From an optimization exercise on the open Yosys and OpenROAD flow, aimed at small area, a short achievable clock period and few clock cycles; shortcuts taken in it are not production practice.
In this exercise RTL edits were held to simulation tests only and were not proved equivalent to the original.

### flow/run.sh
#!/bin/bash
# The standard layout (the standard.sh, standard synthesis unchanged), with
# the ORFS settings listed in flow/vars.txt added to its make command line:
# repair_timing aims at a setup slack margin; the clock period and the
# constraints are unchanged.
set -euo pipefail
mapfile -t VARS < <(grep -v '^#' flow/vars.txt | grep .)
bash standard.sh "${VARS[@]}" finish > flow_make.log 2>&1
### flow/vars.txt
SETUP_SLACK_MARGIN=7.6
BUFFER_PORTS_ARGS=-buffer_cell sky130_fd_sc_hd__buf_2
### standard.sh
#!/bin/bash
# synth_recipe.tcl (not shown) runs the flow's synth.tcl, then flattens the netlist and writes it again
# the make line also repeats each setting of config.mk as NAME=value (left out here)
make -C /OpenROAD-flow-scripts/flow DESIGN_CONFIG=/design/flow/config.mk WORK_HOME=/design/flow/orfs CLKGATE_MAP_FILE= SYNTH_SCRIPT=/design/flow/synth_recipe.tcl "${@:-finish}"
### config.mk
export PLATFORM = sky130hd
export DESIGN_NAME = conv2d_engine
export DESIGN_NICKNAME = conv2d_engine
export VERILOG_FILES = /design/flow/design.v
export SDC_FILE = /design/flow/constraint.sdc
export NUM_CORES = 4
export LEC_CHECK = 0
export CAP_MARGIN = 20
export CORE_MARGIN = 2
export CORE_UTILIZATION = 40
export SLEW_MARGIN = 20
### constraint.sdc
create_clock -name core_clock -period 11.0 [get_ports {clk}]
set_input_delay 2.2000 -clock core_clock [delete_from_list [all_inputs] [get_ports {clk}]]
set_output_delay 2.2000 -clock core_clock [all_outputs]
set_load 0.01 [all_outputs]
### design.v
module mul8cs(input [7:0] a, input [7:0] b, output [15:0] s, output [15:0] c);
    wire t1 = (a[0] & b[6]) ^ (a[1] & b[5]);
    wire t2 = (a[0] & b[6]) & (a[1] & b[5]);
    wire t3 = (a[0] & b[7]) ^ (a[1] & b[6]) ^ (a[2] & b[5]);
    wire t4 = ((a[0] & b[7]) & (a[1] & b[6])) | ((a[2] & b[5]) & ((a[0] & b[7]) ^ (a[1] & b[6])));
    wire t5 = (a[3] & b[4]) ^ (a[4] & b[3]);
    wire t6 = (a[3] & b[4]) & (a[4] & b[3]);
    wire t7 = (a[1] & b[7]) ^ (a[2] & b[6]) ^ (a[3] & b[5]);
    wire t8 = ((a[1] & b[7]) & (a[2] & b[6])) | ((a[3] & b[5]) & ((a[1] & b[7]) ^ (a[2] & b[6])));
    wire t9 = (a[4] & b[4]) ^ (a[5] & b[3]);
    wire t10 = (a[4] & b[4]) & (a[5] & b[3]);
    wire t11 = (a[2] & b[7]) ^ (a[3] & b[6]) ^ (a[4] & b[5]);
    wire t12 = ((a[2] & b[7]) & (a[3] & b[6])) | ((a[4] & b[5]) & ((a[2] & b[7]) ^ (a[3] & b[6])));
    wire t13 = (a[0] & b[4]) ^ (a[1] & b[3]);
    wire t14 = (a[0] & b[4]) & (a[1] & b[3]);
    wire t15 = (a[0] & b[5]) ^ (a[1] & b[4]) ^ (a[2] & b[3]);
    wire t16 = ((a[0] & b[5]) & (a[1] & b[4])) | ((a[2] & b[3]) & ((a[0] & b[5]) ^ (a[1] & b[4])));
    wire t17 = (a[3] & b[2]) ^ (a[4] & b[1]);
    wire t18 = (a[3] & b[2]) & (a[4] & b[1]);
    wire t19 = (a[2] & b[4]) ^ (a[3] & b[3]) ^ (a[4] & b[2]);
    wire t20 = ((a[2] & b[4]) & (a[3] & b[3])) | ((a[4] & b[2]) & ((a[2] & b[4]) ^ (a[3] & b[3])));
    wire t21 = (a[5] & b[1]) ^ (a[6] & b[0]) ^ t1;
    wire t22 = ((a[5] & b[1]) & (a[6] & b[0])) | (t1 & ((a[5] & b[1]) ^ (a[6] & b[0])));
    wire t23 = (a[5] & b[2]) ^ (a[6] & b[1]) ^ (a[7] & b[0]);
    wire t24 = ((a[5] & b[2]) & (a[6] & b[1])) | ((a[7] & b[0]) & ((a[5] & b[2]) ^ (a[6] & b[1])));
    wire t25 = t3 ^ t5 ^ t2;
    wire t26 = (t3 & t5) | (t2 & (t3 ^ t5));
    wire t27 = (a[6] & b[2]) ^ (a[7] & b[1]) ^ t7;
    wire t28 = ((a[6] & b[2]) & (a[7] & b[1])) | (t7 & ((a[6] & b[2]) ^ (a[7] & b[1])));
    wire t29 = t9 ^ t4 ^ t6;
    wire t30 = (t9 & t4) | (t6 & (t9 ^ t4));
    wire t31 = (a[5] & b[4]) ^ (a[6] & b[3]) ^ (a[7] & b[2]);
    wire t32 = ((a[5] & b[4]) & (a[6] & b[3])) | ((a[7] & b[2]) & ((a[5] & b[4]) ^ (a[6] & b[3])));
    wire t33 = t11 ^ t8 ^ t10;
    wire t34 = (t11 & t8) | (t10 & (t11 ^ t8));
    wire t35 = (a[3] & b[7]) ^ (a[4] & b[6]) ^ (a[5] & b[5]);
    wire t36 = ((a[3] & b[7]) & (a[4] & b[6])) | ((a[5] & b[5]) & ((a[3] & b[7]) ^ (a[4] & b[6])));
    wire t37 = (a[6] & b[4]) ^ (a[7] & b[3]) ^ t12;
    wire t38 = ((a[6] & b[4]) & (a[7] & b[3])) | (t12 & ((a[6] & b[4]) ^ (a[7] & b[3])));
    wire t39 = (a[4] & b[7]) ^ (a[5] & b[6]) ^ (a[6] & b[5]);
    wire t40 = ((a[4] & b[7]) & (a[5] & b[6])) | ((a[6] & b[5]) & ((a[4] & b[7]) ^ (a[5] & b[6])));
    wire t41 = (a[0] & b[3]) ^ (a[1] & b[2]);
    wire t42 = (a[0] & b[3]) & (a[1] & b[2]);
    wire t43 = (a[2] & b[2]) ^ (a[3] & b[1]) ^ (a[4] & b[0]);
    wire t44 = ((a[2] & b[2]) & (a[3] & b[1])) | ((a[4] & b[0]) & ((a[2] & b[2]) ^ (a[3] & b[1])));
    wire t45 = (a[5] & b[0]) ^ t15 ^ t17;
    wire t46 = ((a[5] & b[0]) & t15) | (t17 & ((a[5] & b[0]) ^ t15));
    wire t47 = t19 ^ t21 ^ t16;
    wire t48 = (t19 & t21) | (t16 & (t19 ^ t21));
    wire t49 = t23 ^ t25 ^ t20;
    wire t50 = (t23 & t25) | (t20 & (t23 ^ t25));
    wire t51 = t27 ^ t29 ^ t24;
    wire t52 = (t27 & t29) | (t24 & (t27 ^ t29));
    wire t53 = t31 ^ t33 ^ t28;
    wire t54 = (t31 & t33) | (t28 & (t31 ^ t33));
    wire t55 = t35 ^ t37 ^ t32;
    wire t56 = (t35 & t37) | (t32 & (t35 ^ t37));
    wire t57 = (a[7] & b[4]) ^ t39 ^ t36;
    wire t58 = ((a[7] & b[4]) & t39) | (t36 & ((a[7] & b[4]) ^ t39));
    wire t59 = (a[5] & b[7]) ^ (a[6] & b[6]) ^ (a[7] & b[5]);
    wire t60 = ((a[5] & b[7]) & (a[6] & b[6])) | ((a[7] & b[5]) & ((a[5] & b[7]) ^ (a[6] & b[6])));
    wire t61 = (a[0] & b[2]) ^ (a[1] & b[1]);
    wire t62 = (a[0] & b[2]) & (a[1] & b[1]);
    wire t63 = (a[2] & b[1]) ^ (a[3] & b[0]) ^ t41;
    wire t64 = ((a[2] & b[1]) & (a[3] & b[0])) | (t41 & ((a[2] & b[1]) ^ (a[3] & b[0])));
    wire t65 = t13 ^ t43 ^ t42;
    wire t66 = (t13 & t43) | (t42 & (t13 ^ t43));
    wire t67 = t14 ^ t45 ^ t44;
    wire t68 = (t14 & t45) | (t44 & (t14 ^ t45));
    wire t69 = t18 ^ t47 ^ t46;
    wire t70 = (t18 & t47) | (t46 & (t18 ^ t47));
    wire t71 = t22 ^ t49 ^ t48;
    wire t72 = (t22 & t49) | (t48 & (t22 ^ t49));
    wire t73 = t26 ^ t51 ^ t50;
    wire t74 = (t26 & t51) | (t50 & (t26 ^ t51));
    wire t75 = t30 ^ t53 ^ t52;
    wire t76 = (t30 & t53) | (t52 & (t30 ^ t53));
    wire t77 = t34 ^ t55 ^ t54;
    wire t78 = (t34 & t55) | (t54 & (t34 ^ t55));
    wire t79 = t38 ^ t57 ^ t56;
    wire t80 = (t38 & t57) | (t56 & (t38 ^ t57));
    wire t81 = t40 ^ t59 ^ t58;
    wire t82 = (t40 & t59) | (t58 & (t40 ^ t59));
    wire t83 = (a[6] & b[7]) ^ (a[7] & b[6]) ^ t60;
    wire t84 = ((a[6] & b[7]) & (a[7] & b[6])) | (t60 & ((a[6] & b[7]) ^ (a[7] & b[6])));
    assign s[0] = (a[0] & b[0]);
    assign c[0] = 1'b0;
    assign s[1] = (a[0] & b[1]);
    assign c[1] = (a[1] & b[0]);
    assign s[2] = (a[2] & b[0]);
    assign c[2] = t61;
    assign s[3] = t63;
    assign c[3] = t62;
    assign s[4] = t65;
    assign c[4] = t64;
    assign s[5] = t67;
    assign c[5] = t66;
    assign s[6] = t69;
    assign c[6] = t68;
    assign s[7] = t71;
    assign c[7] = t70;
    assign s[8] = t73;
    assign c[8] = t72;
    assign s[9] = t75;
    assign c[9] = t74;
    assign s[10] = t77;
    assign c[10] = t76;
    assign s[11] = t79;
    assign c[11] = t78;
    assign s[12] = t81;
    assign c[12] = t80;
    assign s[13] = t83;
    assign c[13] = t82;
    assign s[14] = (a[7] & b[7]);
    assign c[14] = t84;
    assign s[15] = 1'b0;
    assign c[15] = 1'b0;
endmodule
`timescale 1ns / 1ps
module convolution(
    input clk,
    input [7:0] pix,            
    input [71:0] kernel,
    input [1:0] ph,             
    output [19:0] sum
    );
    reg [7:0] px;
    reg [7:0] w0, w1, w2;
    always @(posedge clk) begin
        px <= pix;
        case (ph)
            2'd1: begin w0 <= kernel[7:0];   w1 <= kernel[15:8];  w2 <= kernel[23:16]; end
            2'd2: begin w0 <= kernel[31:24]; w1 <= kernel[39:32]; w2 <= kernel[47:40]; end
            default: begin w0 <= kernel[55:48]; w1 <= kernel[63:56]; w2 <= kernel[71:64]; end
        endcase
    end
    wire [15:0] ps0, pc0, ps1, pc1, ps2, pc2;
    mul8cs m0(.a(px), .b(w0), .s(ps0), .c(pc0));
    mul8cs m1(.a(px), .b(w1), .s(ps1), .c(pc1));
    mul8cs m2(.a(px), .b(w2), .s(ps2), .c(pc2));
    reg [15:0] qs0, qc0, qs1, qc1, qs2, qc2;
    always @(posedge clk) begin
        qs0 <= ps0; qc0 <= pc0;
        qs1 <= ps1; qc1 <= pc1;
        qs2 <= ps2; qc2 <= pc2;
    end
    reg first;
    always @(posedge clk) first <= (ph == 2'd2);
    reg [17:0] s0;
    reg [18:0] s1;
    reg [19:0] s2;
    always @(posedge clk) begin
        s0 <= (first ? 18'd0 : s0) + qs0 + qc0;
        s1 <= (first ? {1'b0, s0} : s1) + qs1 + qc1;
        s2 <= (first ? {1'b0, s1} : s2) + qs2 + qc2;
    end
    assign sum = s2;
endmodule
`timescale 1ns / 1ps
module controller_fsm(
    input clk,
    input rst,
    input start,
    output reg rd,
    output reg [14:0] addr,
    output reg [1:0] ph,
    output reg result_valid,
    output reg done
    );
    reg [7:0] k;
    reg busy;                   
    wire last_rd = (addr == 15'd16899);
    wire k_end = (k == 8'd127);  
    wire out = busy && (ph == 2'd2) && !k[7];
    always @(posedge clk) begin
        if (rst) begin
            rd <= 1'b0;
            busy <= 1'b0;
            done <= 1'b0;
            result_valid <= 1'b0;
        end else begin
            result_valid <= out;
            if (start) begin
                rd <= 1'b1;
                busy <= 1'b1;
                done <= 1'b0;
            end else begin
                if (last_rd) rd <= 1'b0;
                if (out && k_end && !rd) begin
                    busy <= 1'b0;
                    done <= 1'b1;
                end
            end
        end
    end
    always @(posedge clk) begin
        if (start) begin
            addr <= 15'd0;
            ph <= 2'd0;
            k <= 8'd253;
        end else begin
            ph <= (ph == 2'd2) ? 2'd0 : ph + 2'd1;
            if (ph == 2'd2) begin
                addr <= addr - 15'd259;
                k <= k_end ? 8'd254 : k + 8'd1;
            end else begin
                addr <= addr + 15'd130;
            end
        end
    end
endmodule
`timescale 1ns / 1ps
module conv2d_engine(
    input clk,
    input rst,                  
    input start,                
    input [71:0] kernel,        
    output mem_rd,              
    output [14:0] mem_addr,     
    input [7:0] mem_rdata,      
    output [23:0] result,       
    output result_valid,        
    output done                 
    );
    wire [1:0]  ph;
    wire [19:0] sum;
    controller_fsm ctrl(
        .clk(clk), .rst(rst), .start(start),
        .rd(mem_rd), .addr(mem_addr), .ph(ph),
        .result_valid(result_valid), .done(done)
    );
    convolution conv(
        .clk(clk), .pix(mem_rdata), .kernel(kernel), .ph(ph), .sum(sum)
    );
    assign result = {4'd0, sum};
endmodule
==> impl_metrics.yaml, run 1 <==
yosys:
  yosysSeqAreaShare_pct: 31.5
  synth_area_sq_um: 13100
  avgSynthCellArea_sq_um: 9.97
  synth.most_common_cell: "dfxtp_1"
  ys_ff_latch: 206
  synth_warnings: 2
  synth_ff_type: "dfxtp_1"
  synth_top_family_by_area: "adder cells"
  synth_top_cell_by_area: "dfxtp_1"
  synth_cells: 1312
  synth_common_cells: "dfxtp_1, and2_1, inv_1"
  synth-adder-area-share_pct: 30.1
  synthMuxAreaShare_pct: 3.15
  synth_top_area_share_pct: 31.5
  yosysUniqueCellTypes: 62
  yosys.area_share.simple_pct: 15.7
  synth_xor_area_share_pct: 3.95
  synth_edf_count: 0
  synth_compound_area_share_pct: 9.50
  async_flop_share_pct: 0
  netlist_top_cells_area: "dfxtp_1, fa_1, and2_1"
final_layout:
  nNetsFinal: 1744
  syn_to_final_growth_pct: 16.9
  final_cells: 1896
  n_antenna_cell: 0
  drive_gt1_share_pct: 17.7
  n_fill_cell: 3149
detailed_routing:
  ant_nets: 0
  num_vias: 9102
  routed_wl_mm: 29.6
  vias_per_cell: 4.80
  wl_per_cell_um: 15.6
  drtPass1Iterations: 5
  drc: 0
  drt-initial-drc-count: 344
floorplan:
  rows: 66
  core_sq_um: 32400
  dieHeight_um: 185
  start_util_pct: 40.4
  die_area_sq_um: 34200
  pin_count: 125
  die_x_um: 185
sta:
  maxSlewViolCount: 0
  rsz0062_at_grt: "true"
  worst_pin_slew_ns: 1.00
  setup_violations: 0
  max_slew_margin_pct: 32.9
  setup_tns_ns: 0
  hold_viol: 0
  fin_skew_ns: 0.0128
  fmax_mhz: 300
  whs_ns: 0.442
  fin_crit_ns: 3.34
  period_share_pct: 30.4
clock_network:
  cts_htree_levels: 1
  cts_made_buffers: 24
  clockRootBuffer: "clkbuf_16"
  cts_tree: "done"
  clock_path_buffers: 3
  cts.sinks: 206
  clkSlewWorstSetupHoldPaths_ns: 0.06
  clock_latency_ns: 0.52
  hold_buffers: 0
setup_path:
  cp.arrival_ns: 1.14
  setup.worst_path.end_class: "primary output"
  worstSetupPathType: "reg2out"
  path_delay_family: "flip-flops"
  worstPathMaxFanout: 6
  crit_chain: "buf_2"
  slowest_delay_ns: 0.44
  critPathSlowestCell: "dfxtp_1"
  critical_path_required_ns: 8.80
  cp_num_buf_inv: 1
  crit_path_start_kind: "register"
grt:
  first_global_vias: 9519
  grt_pass1_wl_mm: 49.0
  antenna_found_initial: 0
  grt_usage_pct: 18.1
  grt_max_degree: 50
  grt_overflow_total: 0
place:
  io_buffers: 120
  dp_hpwl_mm: 22.4
  routabilityCongestion: 0.824
  dp.cells: 1841
status:
  status: "finished clean"
job:
  maxCapViolCount: 0
min_path:
  hold_path_class: "reg2reg"
## logic make-up after synthesis
kind of cell / Yosys count
other: 1
AOI/OAI and AO/OA: 196
xor gates and xnor gates: 59
and+or+nand+nor: 381
adders and majority gates: 225
muxes: 37
DFF: 206
buffers and inverters: 207
## repair_timing
| item | 4_1_cts | 5_1_grt |
|---|---|---|
| gates cloned | 2 | 0 |
| pin swaps | 4 | 10 |
| setup endpoints to repair | 30 | 20 |
| gates resized for setup | 17 | 29 |
| buffers inserted | 6 | 3 |
## area by class of cell
type / instances / area, sq um / share of cell area, %
multi-input cells: 902 / 8370 / 54.7
flip-flops and latches: 206 / 4140 / 27.1
repair buffers: 138 / 798 / 5.22
clock buffers: 36 / 727 / 4.75
inverters: 164 / 616 / 4.03
well taps: 442 / 553 / 3.62
clock inverters: 8 / 92.6 / 0.605
## stage by stage
stage / cell area (sq um) / util, % / setup WS, ns
detailed placement: 14100 / 43.7 / 6.87
global route: 15300 / 47.2 / 7.52
finish: 15300 / 47.2 / 7.66
global placement: 14100 / 43.7 / 6.95
CTS: 15100 / 46.7 / 7.61
floorplan: 13100 / - / 7.61
## worst paths after layout
check / endpoint / depth (start not counted) / start / slack [ns]
max: mem_addr[4] / 1 / ctrl.addr[4]$_SDFF_PP0_ / 7.66
min: conv.s1[0]$_DFF_P_ / 1 / conv.qs1[0]$_DFF_P_ / 0.44
max reg2reg: conv.s0[15]$_DFF_P_ / 13 / conv.first$_DFF_P_ / 7.68
min reg2reg: conv.s1[0]$_DFF_P_ / 1 / conv.qs1[0]$_DFF_P_ / 0.44
## placed cells by master (no fill, tap or decap), types with 4 or more instances in the layout
cell	instances
nand4_1	5
nor2b_1	23
a22oi_1	25
dfxtp_2	8
xor2_1	25
nor3_1	9
xnor2_1	34
clkbuf_8	6
clkbuf_1	5
clkbuf_16	25
ha_2	5
inv_1	164
ha_1	66
a21oi_2	4
buf_4	15
nand3_1	7
ha_4	4
a31oi_1	4
a211oi_1	10
nand2b_1	4
a21o_1	16
nor2_1	51
and3_1	8
fa_1	148
conb_1	4
nand2_1	86
dfxtp_1	197
clkinv_2	5
buf_2	120
a21oi_1	43
mux2_2	33
and2_1	166
o21ai_1	10
mux2i_1	4
o21ai_0	44
## metal layers
layer  vias up  track usage (%)  share of wire, %
li1       4470                -                 -
met2       196             29.6                45
met1      4400             25.4                49
met5         -                0                 0
met4         0             4.79               2.1
met3        36             2.28               3.9
## state kept, by name, summed over array words and instances, names as in the netlist, 15 cells and up
signal     flops
conv.s2       20
conv.s1       19
conv.s0       18
conv.qs0      15
conv.qs1      15
conv.qs2      15
ctrl.addr     15
Testbench counts, summed over its fixed seeds: cycles 399,392.
==> inputs of run 2 (changes only) <==
==> flow/vars.txt (replaced) <==
SETUP_SLACK_MARGIN=7.6
CTS_BUF_LIST=sky130_fd_sc_hd__clkbuf_8
CTS_CLUSTER_SIZE=40
==> impl_metrics.yaml, run 2 <==
setup_path:
  cp_num_buf_inv: 1
  worstPathMaxFanout: 2
  crit_chain: "dlygate4sd2_1"
  worstSetupPathType: "reg2out"
  setup.worst_path.end_class: "primary output"
  slowest_delay_ns: 0.34
  r2r_slack_ns: 7.75
  cp.arrival_ns: 1.15
  path_delay_family: "flip-flops"
  crit_path_start_kind: "register"
  critPathSlowestCell: "dfxtp_1"
  critical_path_required_ns: 8.80
sta:
  maxSlewViolCount: 0
  fin_crit_ns: 3.35
  setup_violations: 0
  worst_pin_slew_ns: 1.04
  hold_viol: 0
  setup_tns_ns: 0
  fmax_mhz: 298
  whs_ns: 0.446
  max_slew_margin_pct: 30.8
  fin_skew_ns: 0.0306
  rsz0062_at_grt: "true"
  period_share_pct: 30.5
yosys:
  synth_ff_type: "dfxtp_1"
  synth.most_common_cell: "dfxtp_1"
  synth_area_sq_um: 13100
  yosysSeqAreaShare_pct: 31.5
  synth_warnings: 2
  ys_ff_latch: 206
  synth_common_cells: "dfxtp_1, and2_1, inv_1"
  synth_cells: 1312
  avgSynthCellArea_sq_um: 9.97
  synth_edf_count: 0
  synth_top_area_share_pct: 31.5
  yosysUniqueCellTypes: 62
  synth_top_cell_by_area: "dfxtp_1"
  async_flop_share_pct: 0
  netlist_top_cells_area: "dfxtp_1, fa_1, and2_1"
status:
  status: "finished clean"
clock_network:
  clock_path_buffers: 3
  cts.sinks: 206
  hold_buffers: 0
  clockRootBuffer: "clkbuf_8"
  cts_tree: "done"
  cts_htree_levels: 2
  cts_made_buffers: 37
  clkSlewWorstSetupHoldPaths_ns: 0.06
  clock_latency_ns: 0.54
detailed_routing:
  drc: 0
  drtPass1Iterations: 4
  vias_per_cell: 4.81
  routed_wl_mm: 30.3
  drt-initial-drc-count: 404
  num_vias: 9254
  wl_per_cell_um: 15.8
  ant_nets: 0
grt:
  grt_overflow_total: 0
  grt_usage_pct: 18.6
  antenna_found_initial: 0
  grt_max_degree: 50
  grt_pass1_wl_mm: 49.7
  first_global_vias: 9583
place:
  place_area_sq_um: 14700
  dp_hpwl_mm: 22.6
  io_buffers: 120
  dp.cells: 1842
  routabilityCongestion: 0.792
final_layout:
  largestRegisters: "conv.s2 x20, conv.s1 x19, conv.s0 x18"
  layout_commonest_cell: "dfxtp_1"
  final_util_pct: 48.9
  fin_area_sq_um: 15800
  top_register: "conv.s2"
  drive_gt1_share_pct: 13.0
  nNetsFinal: 1765
  final_cells: 1923
  n_antenna_cell: 0
  final_cell_mix: "dfxtp_1, inv_1, and2_1"
  n_fill_cell: 3100
  largest_reg_flops: 20
  syn_to_final_growth_pct: 21.0
floorplan:
  pin_count: 125
  die_x_um: 185
  rows: 66
  dieHeight_um: 185
  start_util_pct: 40.4
  core_sq_um: 32400
  die_area_sq_um: 34200
min_path:
  hold_path_class: "reg2reg"
job:
  maxCapViolCount: 0
[run 2: changes by cell type in the layout (fill, tap and decap cells not counted), moves of 5 or more]
cell	previous run	this run
buf_2	120	7
buf_4	15	22
clkbuf_1	5	0
clkbuf_16	25	0
clkbuf_2	0	6
clkbuf_8	6	43
clkdlybuf4s15_1	0	9
clkdlybuf4s15_2	0	11
clkdlybuf4s50_1	0	81
dfxtp_1	197	187
dfxtp_4	1	11
dlygate4sd2_1	0	5
inv_1	164	177
[run 2: layout make-up]
type / count / area (sq um) / area share [%]
Inverter: 164 / 616 / 3.89
Clock inverter: 20 / 114 / 0.719
Timing Repair Buffer: 146 / 1410 / 8.89
Sequential cell: 206 / 4180 / 26.4
Multi-Input combinational cell: 902 / 8370 / 52.9
Tap cell: 442 / 553 / 3.49
Clock buffer: 43 / 592 / 3.74
[run 2: path summary, 6_finish.rpt]
check,startpoint,end,cells after the start
max,conv.s2[1]$_DFF_P_,result[1],1
min,conv.qs2[0]$_DFF_P_,conv.s2[0]$_DFF_P_,1
max reg2reg,conv.first$_DFF_P_,conv.s1[17]$_DFF_P_,14
min reg2reg,conv.qs2[0]$_DFF_P_,conv.s2[0]$_DFF_P_,1
[run 2: cells by family (layout without fill, tap and decap cells)]
logic type	count (synthesis)	after routing	share of synthesized area (%)
simple gates	381	381	15.7
fa+ha+maj	225	225	30.1
buf+inv	207	373	6.06
flops	206	206	31.5
compound gates	196	196	9.50
xor+xnor	59	59	3.95
mux	37	37	3.15
other cells	1	4	0.0287
[run 2: metal layers]
metal / GRT usage [%] / wire [um] / part of all wire [%]
met1: 25.2 / 14100 / 47
met2: 30.1 / 13500 / 45
met3: 3.44 / 1850 / 6.1
met4: 5.94 / 805 / 2.7
met5: 0 / 0 / 0
[run 2: timing repair]
| action | CTS | global route |
|---|---|---|
| pin swaps | 4 | 17 |
| setup endpoints to repair | 63 | 45 |
| gates resized for setup | 122 | 52 |
| setup buffers | 9 | 7 |
| gates cloned | 2 | 0 |
[run 2: through the flow]
stage	setup WS, ns
after floorplan	7.61
after global placement	6.95
after detailed placement	6.90
after CTS	7.60
after global routing	7.51
final	7.65
==> inputs of run 3 (changes only) <==
==> flow/vars.txt (replaced) <==
SETUP_SLACK_MARGIN=7.6
BUFFER_PORTS_ARGS=-buffer_cell sky130_fd_sc_hd__buf_1
CTS_BUF_LIST=sky130_fd_sc_hd__clkbuf_8
CTS_CLUSTER_SIZE=40
==> impl_metrics.yaml, run 3 <==
final_layout:
  nNetsFinal: 1759
  drive_gt1_share_pct: 11.4
  top_register: "conv.s2"
  final_util_pct: 47.0
  largest_reg_flops: 20
  syn_to_final_growth_pct: 16.3
  largestRegisters: "conv.s2 x20, conv.s1 x19, conv.s0 x18"
  layout_commonest_cell: "dfxtp_1"
  n_antenna_cell: 0
  final_cell_mix: "dfxtp_1, inv_1, and2_1"
clock_network:
  clock_path_buffers: 3
  clockRootBuffer: "clkbuf_8"
  clkSlewWorstSetupHoldPaths_ns: 0.05
  clock_latency_ns: 0.53
  cts_htree_levels: 2
  hold_buffers: 0
  cts_made_buffers: 37
  cts.sinks: 206
  cts_tree: "done"
yosys:
  synth_cells: 1312
  synth_common_cells: "dfxtp_1, and2_1, inv_1"
  async_flop_share_pct: 0
  netlist_top_cells_area: "dfxtp_1, fa_1, and2_1"
  yosysSeqAreaShare_pct: 31.5
  ys_ff_latch: 206
  avgSynthCellArea_sq_um: 9.97
  synth.most_common_cell: "dfxtp_1"
  synth_ff_type: "dfxtp_1"
  synth_top_area_share_pct: 31.5
  synth_edf_count: 0
  synth_warnings: 2
  synth_area_sq_um: 13100
  yosysUniqueCellTypes: 62
  synth_top_cell_by_area: "dfxtp_1"
grt:
  grt_overflow_total: 0
  grt_usage_pct: 18.2
  first_global_vias: 9508
  grt_max_degree: 50
  grt_pass1_wl_mm: 48.7
  antenna_found_initial: 0
setup_path:
  worstSetupPathType: "reg2reg"
  crit_path_start_kind: "register"
  worstPathMaxFanout: 16
  r2r_slack_ns: 7.65
  critical_path_required_ns: 11.41
  setup.worst_path.end_class: "register"
  timing.rr.end: "conv.s1[10]$_DFF_P_"
  reg2reg_from: "conv.first$_DFF_P_"
  cp.arrival_ns: 3.77
  r2r.worst_path.cells: 11
floorplan:
  die_area_sq_um: 34200
  rows: 66
  dieHeight_um: 185
  start_util_pct: 40.4
  pin_count: 125
  die_x_um: 185
  core_sq_um: 32400
min_path:
  hold_end: "conv.s2[0]$_DFF_P_"
  hp-start: "conv.qs2[0]$_DFF_P_"
  hold_path_class: "reg2reg"
  whs_path_depth: 1
sta:
  max_slew_margin_pct: 35.8
  rsz0062_at_grt: "true"
  fin_skew_ns: 0.0178
  setup_violations: 0
  setup_tns_ns: 0
  hold_viol: 0
  worst_pin_slew_ns: 0.962
  maxSlewViolCount: 0
  fmax_mhz: 298
  period_share_pct: 30.5
  fin_crit_ns: 3.35
detailed_routing:
  vias_per_cell: 4.79
  routed_wl_mm: 29.7
  wl_per_cell_um: 15.5
  drtPass1Iterations: 5
  ant_nets: 0
  num_vias: 9209
  drt-initial-drc-count: 439
  drc: 0
job:
  maxCapViolCount: 0
place:
  io_buffers: 120
  dp_hpwl_mm: 22.4
  routabilityCongestion: 0.817
status:
  status: "finished clean"
[run 3: cell counts after synthesis]
Identical to the previous run, type by type.
[run 3: how the worst max path moves through the flow]
stage | startpoint | to | slack, ns | cells after the start
after floorplan | conv.first$_DFF_P_ | conv.s2[17]$_DFF_P_ | 7.61 | 13
after global placement | conv.first$_DFF_P_ | conv.s2[19]$_DFF_P_ | 6.97 | 12
after detailed placement | conv.first$_DFF_P_ | conv.s2[19]$_DFF_P_ | 6.90 | 12
after CTS | ctrl.addr[0]$_SDFFE_PP0P_ | mem_addr[0] | 7.60 | 1
after global routing | conv.first$_DFF_P_ | conv.s1[10]$_DFF_P_ | 7.55 | 11
final | conv.first$_DFF_P_ | conv.s1[10]$_DFF_P_ | 7.65 | 11
[run 3: worst max-delay path, stage by stage (launching register included)]
cell	delay (ns)
dfxtp_4	0.38
bufbuf_16	0.31
mux2_2	0.36
fa_1	0.43
ha_1	0.36
a21oi_1	0.19
nor2b_1	0.06
a311o_1	0.38
a31o_1	0.28
a21o_1	0.20
a211oi_2	0.24
nor2_1	0.06
[run 3: cell type report]
cell class	instances	area [sq um]
Tap cell	442	553
Inverter	164	616
Sequential cell	206	4140
Clock buffer	52	716
Fill cell	3102	17100
Clock inverter	15	150
Multi-Input combinational cell	902	8380
Timing Repair Buffer	140	666
[run 3: routing by layer]
metal	track usage [%]	vias to the layer above	part of all wire, %
met5	0	-	0
met3	2.77	52	4.8
met1	25.3	4412	47
met2	29.4	232	45
met4	5.08	0	2.3
li1	-	4513	-
[run 3: kinds of logic after synthesis]
| family | synth area share, % |
|---|---|
| AOI/OAI and AO/OA | 9.50 |
| xor gates and xnor gates | 3.95 |
| adders and majority gates | 30.1 |
| buffers and inverters | 6.06 |
| DFF | 31.5 |
| muxes | 3.15 |
| other | 0.0287 |
| and+or+nand+nor | 15.7 |
[run 3: repair_timing]
action,in CTS,in global routing
resized for setup,20,30
endpoints found under the hold margin,0,0
gates cloned,2,0
pin swaps,3,13
setup endpoints to repair,33,21
buffers inserted,2,8
[run 3: through the flow]
| step | cell area (sq um) | setup WS [ns] | instances | hold WS, ns |
|---|---|---|---|---|
| 2_1_floorplan | 13100 | 7.61 | 1315 | 0.419 |
| 3_3_place_gp | 14000 | 6.97 | 1842 | 0.430 |
| 3_5_place_dp | 14000 | 6.90 | 1842 | 0.443 |
| 4_1_cts | 15000 | 7.60 | 1913 | 0.453 |
| 5_1_grt | 15200 | 7.55 | 1921 | 0.468 |
| 6_report | 15200 | 7.65 | 1921 | 0.453 |
==> inputs of run 4 (changes only) <==
==> flow/vars.txt (replaced) <==
SETUP_SLACK_MARGIN=7.6
BUFFER_PORTS_ARGS=-buffer_cell sky130_fd_sc_hd__buf_2
CTS_BUF_LIST=sky130_fd_sc_hd__clkbuf_8
CTS_CLUSTER_SIZE=40
CORE_UTILIZATION=60
==> impl_metrics.yaml, run 4 <==
status:
  status: "finished clean"
yosys:
  yosysSeqAreaShare_pct: 31.5
  synth_warnings: 2
  avgSynthCellArea_sq_um: 9.97
  synth.most_common_cell: "dfxtp_1"
  synth_ff_type: "dfxtp_1"
  yosysUniqueCellTypes: 62
  async_flop_share_pct: 0
  synth_common_cells: "dfxtp_1, and2_1, inv_1"
  netlist_top_cells_area: "dfxtp_1, fa_1, and2_1"
  synth_area_sq_um: 13100
  synth_top_area_share_pct: 31.5
  synth_edf_count: 0
  synth_cells: 1312
  ys_ff_latch: 206
  synth_top_cell_by_area: "dfxtp_1"
sta:
  setup_tns_ns: 0
  fmax_mhz: 298
  whs_ns: 0.442
  fin_skew_ns: 0.0150
  setup_violations: 0
  rsz0062_at_grt: "true"
  fin_crit_ns: 3.36
  worst_pin_slew_ns: 0.975
  hold_viol: 0
  maxSlewViolCount: 0
  fin_ws_ns: 7.64
  max_slew_margin_pct: 34.9
  period_share_pct: 30.5
setup_path:
  setup.worst_path.end_class: "primary output"
  cp-endpoint: "mem_addr[1]"
  r2r_slack_ns: 7.68
  critical_path_required_ns: 8.80
  crit_chain: "buf_2"
  timing.rr.end: "conv.s1[15]$_DFF_P_"
  cp.depth: 1
  cp.arrival_ns: 1.16
  reg2reg_from: "conv.first$_DFF_P_"
  worstSetupPathType: "reg2out"
  slowest_delay_ns: 0.46
  path_delay_family: "flip-flops"
  r2r.worst_path.cells: 13
  worstPathMaxFanout: 7
  cp-startpoint: "ctrl.addr[1]$_SDFF_PP0_"
  crit_path_start_kind: "register"
  cp_num_buf_inv: 1
  critPathSlowestCell: "dfxtp_1"
floorplan:
  dieHeight_um: 152
  die_x_um: 152
  core_sq_um: 21600
  start_util_pct: 60.5
  pin_count: 125
  die_area_sq_um: 23000
  rows: 54
detailed_routing:
  num_vias: 9103
  vias_per_cell: 5.19
  drc: 0
  drtPass1Iterations: 4
  routed_wl_mm: 27.9
  drt-initial-drc-count: 370
  ant_nets: 0
  wl_per_cell_um: 15.9
final_layout:
  largestRegisters: "conv.s2 x20, conv.s1 x19, conv.s0 x18"
  top_register: "conv.s2"
  seqCellArea_sq_um: 4140
  multi_input_area_sq_um: 8330
  layout_commonest_cell: "dfxtp_1"
  n_antenna_cell: 0
  largest_reg_flops: 20
  nNetsFinal: 1756
  syn_to_final_growth_pct: 14.4
  n_fill_cell: 1741
  drive_gt1_share_pct: 18.5
  final_cell_mix: "dfxtp_1, inv_1, and2_1"
grt:
  grt_pass1_wl_mm: 45.8
  grt_max_degree: 50
  grt_overflow_total: 0
  first_global_vias: 9228
  antenna_found_initial: 0
  grt_usage_pct: 25.4
clock_network:
  cts.sinks: 206
  cts_made_buffers: 35
  clock_path_buffers: 3
  clockRootBuffer: "clkbuf_8"
  cts_tree: "done"
  cts_htree_levels: 2
  clock_latency_ns: 0.52
  clkSlewWorstSetupHoldPaths_ns: 0.06
  hold_buffers: 0
place:
  routabilityCongestion: 0.875
  pre_cts_ws_ns: 6.95
  io_buffers: 120
  dp_hpwl_mm: 20.5
job:
  maxCapViolCount: 0
min_path:
  hold_path_class: "reg2reg"
run 4: worst min path at each step:
stage | startpoint | end | slack [ns] | cells after the start
finish | conv.qs1[0]$_DFF_P_ | conv.s1[0]$_DFF_P_ | 0.44 | 1
global route | conv.qs1[0]$_DFF_P_ | conv.s1[0]$_DFF_P_ | 0.47 | 1
CTS | conv.qs2[0]$_DFF_P_ | conv.s2[0]$_DFF_P_ | 0.45 | 1
detailed placement | conv.qs2[0]$_DFF_P_ | conv.s2[0]$_DFF_P_ | 0.44 | 1
global placement | conv.qs2[0]$_DFF_P_ | conv.s2[0]$_DFF_P_ | 0.43 | 1
floorplan | ctrl.ph[0]$_SDFF_PP0_ | ctrl.ph[0]$_SDFF_PP0_ | 0.42 | 1
run 4: area by class of cell:
class	instances	share of cell area, %
Clock inverter	18	0.686
Multi-Input combinational cell	902	55.7
Clock buffer	44	4.05
Timing Repair Buffer	139	5.49
Sequential cell	206	27.7
Inverter	164	4.11
Tap cell	280	2.34
run 4: repair_timing:
action / in CTS / in global routing
cloned: 1 / 1
buffers inserted: 4 / 8
resized for setup: 14 / 32
endpoints found under the setup margin: 27 / 29
pin swaps: 2 / 14
run 4: metrics by stage:
| stage | cells | utilization, % | cell area [sq um] |
|---|---|---|---|
| 6_report | 1753 | 69.2 | 15000 |
| 2_1_floorplan | 1315 | - | 13100 |
| 3_3_place_gp | 1677 | 64.4 | 13900 |
| 5_1_grt | 1753 | 69.2 | 15000 |
| 3_5_place_dp | 1677 | 64.4 | 13900 |
| 4_1_cts | 1744 | 68.2 | 14800 |
run 4: cell families (layout without fill, tap and decap cells):
| group | count (synthesis) | in the layout | share of synthesized area [%] |
|---|---|---|---|
| compound gates | 196 | 196 | 9.50 |
| fa+ha+maj | 225 | 225 | 30.1 |
| other cells | 1 | 4 | 0.0287 |
| mux | 37 | 37 | 3.15 |
| buf+inv | 207 | 365 | 6.06 |
| simple gates | 381 | 381 | 15.7 |
| xor+xnor | 59 | 59 | 3.95 |
| flops | 206 | 206 | 31.5 |
run 4: layer usage:
| layer | global-route usage [%] | part of all wire, % |
|---|---|---|
| met5 | 0 | 0 |
| met4 | 7.22 | 2.3 |
| met2 | 40.1 | 45 |
| met1 | 36.5 | 48 |
| met3 | 4.07 | 5.0 |
==> inputs of run 5 (changes only) <==
--- a/design.v
+++ b/design.v
@@ -121,2 +121,3 @@
     input clk,
+    input rst,
     input [7:0] pix,            
@@ -146,4 +147,8 @@
     end
-    reg first;
-    always @(posedge clk) first <= (ph == 2'd2);
+    reg first0, first1, first2;
+    always @(posedge clk) begin
+        first0 <= (ph == 2'd2);
+        first1 <= ph[1];
+        first2 <= (ph == 2'd2) & ~rst;
+    end
     reg [17:0] s0;
@@ -152,5 +157,5 @@
     always @(posedge clk) begin
-        s0 <= (first ? 18'd0 : s0) + qs0 + qc0;
-        s1 <= (first ? {1'b0, s0} : s1) + qs1 + qc1;
-        s2 <= (first ? {1'b0, s1} : s2) + qs2 + qc2;
+        s0 <= (first0 ? 18'd0 : s0) + qs0 + qc0;
+        s1 <= (first1 ? {1'b0, s0} : s1) + qs1 + qc1;
+        s2 <= (first2 ? {1'b0, s1} : s2) + qs2 + qc2;
     end
@@ -232,3 +237,3 @@
     convolution conv(
-        .clk(clk), .pix(mem_rdata), .kernel(kernel), .ph(ph), .sum(sum)
+        .clk(clk), .rst(rst), .pix(mem_rdata), .kernel(kernel), .ph(ph), .sum(sum)
     );
==> flow/vars.txt (replaced) <==
SETUP_SLACK_MARGIN=7.7
BUFFER_PORTS_ARGS=-buffer_cell sky130_fd_sc_hd__buf_2
CTS_BUF_LIST=sky130_fd_sc_hd__clkbuf_8
CTS_CLUSTER_SIZE=40
CORE_UTILIZATION=60
==> impl_metrics.yaml, run 5 <==
place:
  place_area_sq_um: 14000
  routabilityCongestion: 0.836
  dp_hpwl_mm: 20.6
  io_buffers: 120
floorplan:
  die_area_sq_um: 23100
  dieHeight_um: 152
  start_util_pct: 60.6
  rows: 54
  die_x_um: 152
  pin_count: 125
  core_sq_um: 21700
clock_network:
  cts_tree: "done"
  clock_path_buffers: 3
  clkSlewWorstSetupHoldPaths_ns: 0.06
  clock_latency_ns: 0.52
  cts_htree_levels: 2
  hold_buffers: 0
  cts.sinks: 208
  cts_made_buffers: 38
  clockRootBuffer: "clkbuf_8"
sta:
  rsz0062_at_grt: "true"
  setup_tns_ns: 0
  max_slew_margin_pct: 35.1
  period_share_pct: 29.8
  fin_skew_ns: 0.0228
  fin_crit_ns: 3.28
  maxSlewViolCount: 0
  hold_viol: 0
  fmax_mhz: 305
  worst_pin_slew_ns: 0.973
  setup_violations: 0
final_layout:
  top_register: "conv.s2"
  fin_area_sq_um: 15200
  layout_commonest_cell: "dfxtp_1"
  largestRegisters: "conv.s2 x20, conv.s1 x19, conv.s0 x18"
  syn_to_final_growth_pct: 15.5
  largest_reg_flops: 20
  drive_gt1_share_pct: 19.5
  nNetsFinal: 1768
  n_fill_cell: 1692
  final_cell_mix: "dfxtp_1, inv_1, and2_1"
  n_antenna_cell: 0
yosys:
  synth.most_common_cell: "dfxtp_1"
  synth_area_sq_um: 13100
  yosysUniqueCellTypes: 58
  synth_top_cell_by_area: "dfxtp_1"
  yosysSeqAreaShare_pct: 31.7
  synth_common_cells: "dfxtp_1, inv_1, and2_1"
  ys_ff_latch: 208
  async_flop_share_pct: 0
  synth_warnings: 2
  synth_ff_type: "dfxtp_1"
  netlist_top_cells_area: "dfxtp_1, fa_1, and2_1"
  synth_edf_count: 0
  avgSynthCellArea_sq_um: 9.97
  synth_cells: 1318
  synth_top_area_share_pct: 31.7
setup_path:
  setup.worst_path.end_class: "register"
  crit_path_start_kind: "register"
  critical_path_required_ns: 11.46
  worstSetupPathType: "reg2reg"
  cp.arrival_ns: 3.73
  worstPathMaxFanout: 7
detailed_routing:
  num_vias: 9155
  vias_per_cell: 5.18
  drtPass1Iterations: 5
  ant_nets: 0
  drt-initial-drc-count: 327
  drc: 0
  routed_wl_mm: 28.0
  wl_per_cell_um: 15.8
grt:
  grt_pass1_wl_mm: 46.9
  antenna_found_initial: 1
  grt_usage_pct: 24.9
  grt_max_degree: 50
  first_global_vias: 9478
  grt_overflow_total: 0
status:
  status: "finished clean"
job:
  maxCapViolCount: 0
min_path:
  hold_path_class: "reg2reg"
run 5: cell count changes after synthesis, moves of 4 or more:
| cell | change |
|---|---|
| or4_1 | +4 |
| o21ai_1 | -11 |
| a21oi_1 | -6 |
| clkbuf_1 | +4 |
| nor3_1 | +5 |
| inv_1 | +5 |
| o21ai_0 | +6 |
| xnor2_1 | +13 |
| a211oi_1 | -4 |
| nand2b_1 | +5 |
| xor2_1 | -11 |
run 5: area by class of cell:
type / count / area (sq um) / area share (%)
multi-input cells: 899 / 8410 / 55.4
flip-flops and latches: 208 / 4200 / 27.7
repair buffers: 143 / 836 / 5.50
clock buffers: 49 / 674 / 4.44
inverters: 170 / 638 / 4.20
well taps: 280 / 350 / 2.31
clock inverters: 18 / 78.8 / 0.519
run 5: timing repair:
action / in CTS / in global routing
setup buffers: 6 / 10
gates resized for setup: 33 / 42
setup endpoints to repair: 41 / 19
gates cloned: 1 / 1
pin swaps: 7 / 27
run 5: layer usage:
metal  GRT usage, %  part of all wire, %  vias up  routed length [um]
li1               -                    -     4514                   -
met1           36.6                   49     4377               13800
met2           39.5                   44      221               12400
met3           3.45                  4.6       43                1280
met4           5.74                  1.9        0                 537
met5              0                    0        -                   0
run 5: kinds of logic after synthesis:
family | Yosys count | share of synthesized area (%)
compound gates | 183 | 9.09
fa+ha+maj | 225 | 30.0
mux | 36 | 3.04
simple gates | 390 | 15.9
xor+xnor | 61 | 4.06
buf+inv | 214 | 6.22
other cells | 1 | 0.0285
flops | 208 | 31.7
run 5: path summary, 6_finish.rpt:
path	start	end	slack (ns)	cells past startpoint
worst min-delay path	ctrl.ph[1]$_SDFF_PP0_	conv.first1$_DFF_P_	0.40	0
worst max-delay path	conv.first1$_DFF_P_	conv.s1[18]$_DFF_P_	7.72	10
worst min register to register	ctrl.ph[1]$_SDFF_PP0_	conv.first1$_DFF_P_	0.40	0
worst max register to register	conv.first1$_DFF_P_	conv.s1[18]$_DFF_P_	7.72	10
run 5: worst max-delay path: stages, from the launching register on:
cell and delay (ns):
dfxtp_4 0.42, mux2_2 0.37, fa_1 0.53, ha_4 0.21, a2111oi_4 0.35, o21ai_2 0.12
a41oi_2 0.27, o22ai_2 0.12, a221o_1 0.40, a311o_1 0.36, nand2_1 0.06
run 5: through the flow:
stage	setup slack, ns	utilization [%]	cells	hold WS (ns)
2_1_floorplan	7.71	-	1321	0.355
3_3_place_gp	7.05	64.6	1682	0.401
3_5_place_dp	6.95	64.6	1682	0.408
4_1_cts	7.62	68.8	1756	0.387
5_1_grt	7.61	70.0	1767	0.404
6_report	7.72	70.0	1767	0.396
Testbench counts of run 5, summed over its fixed seeds: cycles 399,392.
==> inputs of run 6 (changes only) <==
--- a/config.mk
+++ b/config.mk
@@ -7,2 +7,3 @@
 export LEC_CHECK = 0
+export ABC_AREA = 1
 export CAP_MARGIN = 20
==> impl_metrics.yaml, run 6 <==
setup_path:
  crit_chain: "buf_2"
  cp.depth: 1
  cp.arrival_ns: 1.07
  critical_path_required_ns: 8.80
  slowest_delay_ns: 0.39
  cp-startpoint: "ctrl.addr[3]$_SDFF_PP0_"
  worstSetupPathType: "reg2out"
  cp_num_buf_inv: 1
  reg2reg_from: "conv.first1$_DFF_P_"
  worstPathMaxFanout: 8
  critPathSlowestCell: "dfxtp_4"
  setup.worst_path.end_class: "primary output"
  crit_path_start_kind: "register"
  path_delay_family: "flip-flops"
  r2r.worst_path.cells: 13
yosys:
  yosysUniqueCellTypes: 38
  synth.most_common_cell: "nand2_1"
  synth_cells: 1904
  synth_top_area_share_pct: 29.2
  synth_edf_count: 0
  yosysSeqAreaShare_pct: 29.2
  synth_common_cells: "nand2_1, inv_1, dfxtp_1"
  ys_ff_latch: 208
  netlist_top_cells_area: "dfxtp_1, fa_1, nand2_1"
  synth_area_sq_um: 14200
  async_flop_share_pct: 0
  avgSynthCellArea_sq_um: 7.48
  synth_warnings: 2
  synth_top_cell_by_area: "dfxtp_1"
  synth_ff_type: "dfxtp_1"
floorplan:
  dieHeight_um: 158
  die_area_sq_um: 25000
  rows: 56
  die_x_um: 158
  start_util_pct: 60.9
  core_sq_um: 23400
  pin_count: 125
final_layout:
  seqCellArea_sq_um: 4210
  n_antenna_cell: 0
  n_fill_cell: 2102
  final_cell_mix: "nand2_1, inv_1, dfxtp_1"
  largest_reg_flops: 20
  multi_input_area_sq_um: 8110
  nNetsFinal: 2320
  fin_area_sq_um: 16000
  drive_gt1_share_pct: 10.7
  syn_to_final_growth_pct: 12.2
  final_cells: 2358
  top_register: "conv.s2"
  largestRegisters: "conv.s2 x20, conv.s1 x19, conv.s0 x18"
  layout_commonest_cell: "nand2_1"
place:
  io_buffers: 120
  dp.cells: 2285
  routabilityCongestion: 0.900
  place_area_sq_um: 15000
  dp_hpwl_mm: 25.9
clock_network:
  clock_latency_ns: 0.53
  cts_made_buffers: 40
  cts.sinks: 208
  hold_buffers: 0
  cts_htree_levels: 2
  cts_tree: "done"
  clockRootBuffer: "clkbuf_8"
  clock_path_buffers: 3
  clkSlewWorstSetupHoldPaths_ns: 0.06
sta:
  worst_pin_slew_ns: 1.05
  period_share_pct: 29.8
  hold_viol: 0
  rsz0062_at_grt: "false"
  fmax_mhz: 306
  fin_skew_ns: 0.0203
  max_slew_margin_pct: 30.1
  setup_tns_ns: 0
  whs_ns: 0.448
  maxSlewViolCount: 0
  setup_violations: 0
  fin_crit_ns: 3.27
grt:
  grt_pass1_wl_mm: 54.8
  grt_overflow_total: 0
  grt_use_met1_pct: 42.1
  first_global_vias: 11100
  grt_max_degree: 35
  grt_busiest_layer: "met2"
  antenna_found_initial: 1
  use_met2_pct: 42.2
  grt_usage_pct: 27.9
  met3_usage_pct: 4.11
min_path:
  hold_path_class: "reg2reg"
  whs_path_depth: 1
  hp-start: "conv.qs1[0]$_DFF_P_"
detailed_routing:
  wl_per_cell_um: 14.1
  num_vias: 11500
  ant_nets: 0
  vias_per_cell: 4.89
  drc: 0
  drtPass1Iterations: 6
  routed_wl_mm: 33.3
  drt-initial-drc-count: 896
status:
  status: "finished clean"
job:
  maxCapViolCount: 0
run 6: final cells by class:
| type | instances | area share [%] |
|---|---|---|
| Multi-Input combinational cell | 1185 | 50.7 |
| Inverter | 447 | 10.5 |
| Clock buffer | 54 | 4.65 |
| Sequential cell | 208 | 26.3 |
| Clock inverter | 15 | 1.02 |
| Tap cell | 319 | 2.50 |
| Timing Repair Buffer | 130 | 4.23 |
run 6: per-layer routing:
metal | up-vias | routed length [um]
met5 | - | 0
met4 | 0 | 500
met3 | 38 | 2320
met2 | 426 | 14300
met1 | 5279 | 16200
li1 | 5791 | -
run 6: metrics by stage:
step	util (%)	setup WS, ns
after CTS	68.1	7.70
after detailed placement	64.1	7.59
after global placement	64.1	7.64
after global routing	68.3	7.70
after floorplan	-	8.06
final	68.3	7.73
run 6: worst paths after layout:
path | endpoint | slack (ns)
hold / removal | conv.s1[0]$_DFF_P_ | 0.45
hold reg to reg | conv.s1[0]$_DFF_P_ | 0.45
setup reg to reg | conv.s1[18]$_DFF_P_ | 7.90
setup / recovery | mem_addr[3] | 7.73
run 6: what timing repair did:
item | CTS | global route
pin swaps | 0 | 0
gates resized for setup | 19 | 12
buffers inserted | 0 | 4
setup endpoints to repair | 19 | 28
run 6: cell families after synthesis:
family | share of synthesized area [%]
xor gates and xnor gates | 2.03
buffers and inverters | 13.9
and+or+nand+nor | 21.1
other | 0.0263
DFF | 29.2
AOI/OAI and AO/OA | 5.93
adders and majority gates | 27.7
muxes | 0.0703
==> inputs of run 7 (changes only) <==
==> flow/vars.txt (replaced) <==
SETUP_SLACK_MARGIN=7.7
BUFFER_PORTS_ARGS=-buffer_cell sky130_fd_sc_hd__buf_1
CTS_BUF_LIST=sky130_fd_sc_hd__clkbuf_8
CTS_CLUSTER_SIZE=40
CORE_UTILIZATION=75
--- a/config.mk
+++ b/config.mk
@@ -7,3 +7,2 @@
 export LEC_CHECK = 0
-export ABC_AREA = 1
 export CAP_MARGIN = 20
==> impl_metrics.yaml, run 7 <==
detailed_routing:
  ant_nets: 0
  routed_wl_mm: 30.8
  wl_per_cell_um: 18.0
  drtPass1Iterations: 5
  num_vias: 9743
  vias_per_cell: 5.69
  drt-initial-drc-count: 541
  drc: 0
yosys:
  synthMuxAreaShare_pct: 3.04
  yosys.area_share.simple_pct: 15.9
  synth_area_sq_um: 13100
  synth_cells: 1318
  synth_xor_area_share_pct: 4.06
  synth.most_common_cell: "dfxtp_1"
  synth_top_cell_by_area: "dfxtp_1"
  yosysSeqAreaShare_pct: 31.7
  avgSynthCellArea_sq_um: 9.97
  netlist_top_cells_area: "dfxtp_1, fa_1, and2_1"
  synth_common_cells: "dfxtp_1, inv_1, and2_1"
  ys_ff_latch: 208
  async_flop_share_pct: 0
  synth_warnings: 2
  synth_top_area_share_pct: 31.7
  synth_ff_type: "dfxtp_1"
  synth-adder-area-share_pct: 30.0
  synth_top_family_by_area: "adder cells"
  yosysUniqueCellTypes: 58
  synth_compound_area_share_pct: 9.09
  synth_edf_count: 0
setup_path:
  slowest_delay_ns: 0.54
  crit_path_start_kind: "register"
  setup.worst_path.end_class: "register"
  worstPathMaxFanout: 6
  critPathSlowestCell: "fa_1"
  worstSetupPathType: "reg2reg"
  critical_path_required_ns: 11.39
  cp.arrival_ns: 3.68
  crit_chain: "buf_4 > mux2i_1 > fa_1 > inv_1 > ha_4 > fa_2 > a211oi_4 > o21ai_2 > a31oi_2 > nor2_1 > a2111oi_1 > nor3_1"
  path_delay_family: "adder cells"
  cp_num_buf_inv: 2
grt:
  grt_overflow_total: 0
  grt_pass1_wl_mm: 46.7
  grt_usage_pct: 32.2
  grt_max_degree: 50
  antenna_found_initial: 0
  first_global_vias: 9823
final_layout:
  n_antenna_cell: 0
  nNetsFinal: 1770
  final_cells: 1711
  largestRegisters: "conv.s2 x20, conv.s1 x19, conv.s0 x18"
  fin_area_sq_um: 14900
  largest_reg_flops: 20
  drive_gt1_share_pct: 13.3
  layout_commonest_cell: "dfxtp_1"
  syn_to_final_growth_pct: 13.7
  top_register: "conv.s2"
  final_cell_mix: "dfxtp_1, inv_1, and2_1"
clock_network:
  cts_tree: "done"
  cts_htree_levels: 2
  cts.sinks: 208
  clock_latency_ns: 0.52
  clkSlewWorstSetupHoldPaths_ns: 0.06
  clock_path_buffers: 3
  hold_buffers: 0
  clockRootBuffer: "clkbuf_8"
  cts_made_buffers: 35
sta:
  fin_ws_ns: 7.71
  max_slew_margin_pct: 36.7
  rsz0062_at_grt: "true"
  fmax_mhz: 304
  worst_pin_slew_ns: 0.948
  setup_tns_ns: 0
  period_share_pct: 29.9
  fin_crit_ns: 3.29
  fin_skew_ns: 0.0138
  maxSlewViolCount: 0
  hold_viol: 0
  whs_ns: 0.402
  setup_violations: 0
floorplan:
  pin_count: 125
  core_sq_um: 17200
  start_util_pct: 76.3
  die_area_sq_um: 18600
  die_x_um: 136
  rows: 48
  dieHeight_um: 136
place:
  io_buffers: 120
  dp.cells: 1627
  routabilityCongestion: 0.903
  place_area_sq_um: 13800
  dp_hpwl_mm: 20.8
  pre_cts_ws_ns: 6.99
job:
  maxCapViolCount: 0
min_path:
  hold_path_class: "reg2reg"
status:
  status: "finished clean"
-- run 7: changes by cell type after synthesis, sizes merged, moves of 13 or more --
cell and delta:
inv -277, a22oi +24, xnor2 +42, nand3 -63
a21oi -64, nor2b +21, nor2 -63, nand2 -464
clkbuf -13, and2 +166, mux2 +31, xor2 -14
a21o +16
-- run 7: worst paths after layout --
path	startpoint	to	slack, ns	depth (start not counted)
max	conv.first1$_DFF_P_	conv.s1[11]$_DFF_P_	7.71	12
min	ctrl.ph[1]$_SDFF_PP0_	conv.first1$_DFF_P_	0.40	0
max reg2reg	conv.first1$_DFF_P_	conv.s1[11]$_DFF_P_	7.71	12
min reg2reg	ctrl.ph[1]$_SDFF_PP0_	conv.first1$_DFF_P_	0.40	0
-- run 7: layer usage --
| metal | track usage (%) | routed length (um) |
|---|---|---|
| met3 | 4.59 | 2100 |
| met4 | 11.9 | 737 |
| met1 | 42.3 | 12600 |
| met5 | 0 | 0 |
| met2 | 54.4 | 15300 |
-- run 7: final cells by class --
type	count	area, sq um
Multi-Input combinational cell	899	8450
Clock inverter	19	92.6
Fill cell	898	2290
Sequential cell	208	4220
Clock buffer	42	578
Timing Repair Buffer	148	689
Tap cell	225	282
Inverter	170	638
-- run 7: metrics by stage --
step,util (%)
after floorplan,-
after global placement,80.0
after detailed placement,80.0
after CTS,84.7
after global routing,86.7
final,86.7
-- run 7: cell families (layout without fill, tap and decap cells) --
group                      after synthesis  in the layout
DFF                                    208            208
buffers and inverters                  214            379
and+or+nand+nor                        390            390
adders and majority gates              225            225
xor gates and xnor gates                61             61
muxes                                   36             36
other                                    1              4
AOI/OAI and AO/OA                      183            183
-- run 7: what timing repair did --
| action | in CTS | in global routing |
|---|---|---|
| resized for setup | 36 | 70 |
| pin swaps | 3 | 21 |
| endpoints found under the setup margin | 57 | 29 |
| buffers inserted | 10 | 13 |
==> inputs of run 8 (changes only) <==
--- a/flow/vars.txt
+++ b/flow/vars.txt
@@ -4,2 +4,2 @@
 CTS_CLUSTER_SIZE=40
-CORE_UTILIZATION=75
+CORE_UTILIZATION=60
==> impl_metrics.yaml, run 8 <==
clock_network:
  cts.sinks: 208
  clkSlewWorstSetupHoldPaths_ns: 0.06
  cts_made_buffers: 38
  hold_buffers: 0
  clockRootBuffer: "clkbuf_8"
  cts_tree: "done"
  clock_path_buffers: 3
  cts_htree_levels: 2
  clock_latency_ns: 0.52
detailed_routing:
  num_vias: 9265
  drt-initial-drc-count: 386
  ant_nets: 0
  vias_per_cell: 5.21
  drtPass1Iterations: 5
  drc: 0
  wl_per_cell_um: 16.0
  routed_wl_mm: 28.4
sta:
  fmax_mhz: 296
  fin_crit_ns: 3.38
  setup_tns_ns: 0
  worst_pin_slew_ns: 1.00
  hold_viol: 0
  whs_ns: 0.427
  period_share_pct: 30.8
  fin_skew_ns: 0.0179
  setup_violations: 0
  maxSlewViolCount: 0
  max_slew_margin_pct: 33.0
  rsz0062_at_grt: "true"
grt:
  antenna_found_initial: 1
  grt_overflow_total: 0
  grt_max_degree: 50
  first_global_vias: 9412
  grt_usage_pct: 24.8
  grt_pass1_wl_mm: 46.7
setup_path:
  worstPathMaxFanout: 6
  crit_path_start_kind: "register"
  critPathSlowestCell: "fa_1"
  cp.arrival_ns: 3.83
  setup.worst_path.end_class: "register"
  crit_chain: "buf_12 > clkbuf_4 > mux2_2 > fa_1 > ha_4 > a211oi_2 > nor3_2 > or4_4 > a31o_4 > a21oi_2 > xnor2_1"
  slowest_delay_ns: 0.59
  critical_path_required_ns: 11.45
  worstSetupPathType: "reg2reg"
yosys:
  synth_edf_count: 0
  synthMuxAreaShare_pct: 3.04
  synth_compound_area_share_pct: 9.09
  synth_top_family_by_area: "adder cells"
  ys_ff_latch: 208
  synth_warnings: 2
  netlist_top_cells_area: "dfxtp_1, fa_1, and2_1"
  synth-adder-area-share_pct: 30.0
  synth_ff_type: "dfxtp_1"
  synth_cells: 1318
  synth_xor_area_share_pct: 4.06
  synth_common_cells: "dfxtp_1, inv_1, and2_1"
  yosysUniqueCellTypes: 58
  synth_top_cell_by_area: "dfxtp_1"
  synth.most_common_cell: "dfxtp_1"
  yosys.area_share.simple_pct: 15.9
  synth_top_area_share_pct: 31.7
  avgSynthCellArea_sq_um: 9.97
  async_flop_share_pct: 0
  synth_area_sq_um: 13100
  yosysSeqAreaShare_pct: 31.7
floorplan:
  dieHeight_um: 152
  core_sq_um: 21700
  die_area_sq_um: 23100
  die_x_um: 152
  rows: 54
  pin_count: 125
  start_util_pct: 60.6
final_layout:
  syn_to_final_growth_pct: 16.0
  seqCellArea_sq_um: 4210
  largest_reg_flops: 20
  largestRegisters: "conv.s2 x20, conv.s1 x19, conv.s0 x18"
  n_fill_cell: 1738
  layout_commonest_cell: "dfxtp_1"
  final_cell_mix: "dfxtp_1, inv_1, and2_1"
  fin_area_sq_um: 15300
  top_register: "conv.s2"
  n_antenna_cell: 0
  drive_gt1_share_pct: 14.2
  multi_input_area_sq_um: 8450
  nNetsFinal: 1782
status:
  status: "finished clean"
min_path:
  hold_path_class: "reg2reg"
job:
  maxCapViolCount: 0
place:
  io_buffers: 120
  place_area_sq_um: 13900
  routabilityCongestion: 0.860
  dp_hpwl_mm: 20.5
## run 8: layout make-up
type                       instances  area share [%]
clock inverter                    15           0.943
clock buffer                      48            4.33
sequential                       208            27.6
tap                              280            2.30
inverter                         170            4.18
multi-input combinational        899            55.4
timing repair buffer             157            5.22
## run 8: path summary, 6_finish.rpt
kind                                       startpoint                   to  slack, ns  cells after the start
worst max-delay path              conv.first2$_DFF_P_  conv.s2[14]$_DFF_P_       7.62                     11
worst min-delay path            ctrl.ph[1]$_SDFF_PP0_  conv.first1$_DFF_P_       0.43                      0
worst max register to register    conv.first2$_DFF_P_  conv.s2[14]$_DFF_P_       7.62                     11
worst min register to register  ctrl.ph[1]$_SDFF_PP0_  conv.first1$_DFF_P_       0.43                      0
## run 8: repair_timing
action / CTS / global route
setup endpoints to repair: 50 / 31
gates resized for setup: 47 / 61
cloned: 1 / 0
setup buffers: 8 / 21
pin swaps: 9 / 34
## run 8: metrics by stage
step | cells | utilization, % | setup WS, ns
detailed placement | 1684 | 64.0 | 6.97
CTS | 1756 | 68.5 | 7.55
global placement | 1684 | 64.0 | 7.04
finish | 1777 | 70.3 | 7.62
floorplan | 1321 | - | 7.71
global route | 1777 | 70.3 | 7.52
## run 8: worst max-delay path, delay by kind of cell, from the launching register on
kind                     cells  cell delay (ns)
AO/OA/AOI/OAI                3             0.65
flip-flops                   1             0.35
buffers and inverters        2             0.31
multiplexers                 1             0.36
XOR/XNOR                     1             0.12
AND/OR/NAND/NOR              2             0.69
adder cells (fa/ha/maj)      2             0.82
## run 8: metal layers
metal | GRT usage, % | wire length [um]
met5 | 0 | 0
met4 | 5.70 | 510
met3 | 4.59 | 1610
met2 | 39.3 | 12700
met1 | 35.7 | 13500
## run 8: cell families (layout without fill, tap and decap cells)
kind of cell,after synthesis,in the layout
fa+ha+maj,225,225
xor+xnor,61,61
other cells,1,4
compound gates,183,183
flops,208,208
simple gates,390,390
mux,36,36
buf+inv,214,390

[afterwards: timing with drivers on the ports]
How much do the figures lean on ideal ports? The routed layouts below were timed once more, with nothing changed but the port constraints. Step 1, drivers: a clkbuf_16 drives clk and a buf_2 each remaining input, both assumed. Step 2 adds t to the input delays and takes it off the output delays; t is the mean of the earliest and latest rising clock arrival at the registers after step 1. Input paths then give back, and output paths get back, about the clock's delay inside the block. a / b / c = no drivers / after step 1 / after step 2; a / b = the first two.
run	t (ns)	setup WS [ns]	hold WS [ns]	worst setup path after step 2
run 1	0.562	7.661 / 7.611 / 7.683	0.442 / 0.442 / 0.442	register to register
run 2	0.572	7.650 / 7.603 / 7.636	0.446 / 0.446 / 0.446	input to register
run 3	0.567	7.646 / 7.617 / 7.646	0.453 / 0.453 / 0.453	register to register
run 4	0.554	7.641 / 7.596 / 7.677	0.442 / 0.442 / 0.442	register to register
run 5	0.550	7.725 / 7.693 / 7.725	0.396 / 0.396 / 0.396	register to register
run 6	0.569	7.727 / 7.682 / 7.698	0.448 / 0.448 / 0.448	input to register
run 7	0.557	7.713 / 7.691 / 7.713	0.402 / 0.402 / 0.402	register to register
run 8	0.554	7.617 / 7.617 / 7.617	0.427 / 0.427 / 0.427	register to register
After both steps setup and hold are still met in every run listed. For run 6, which loses most, drivers alone change the setup slack by -0.045 ns; drivers and shift together by -0.029 ns.
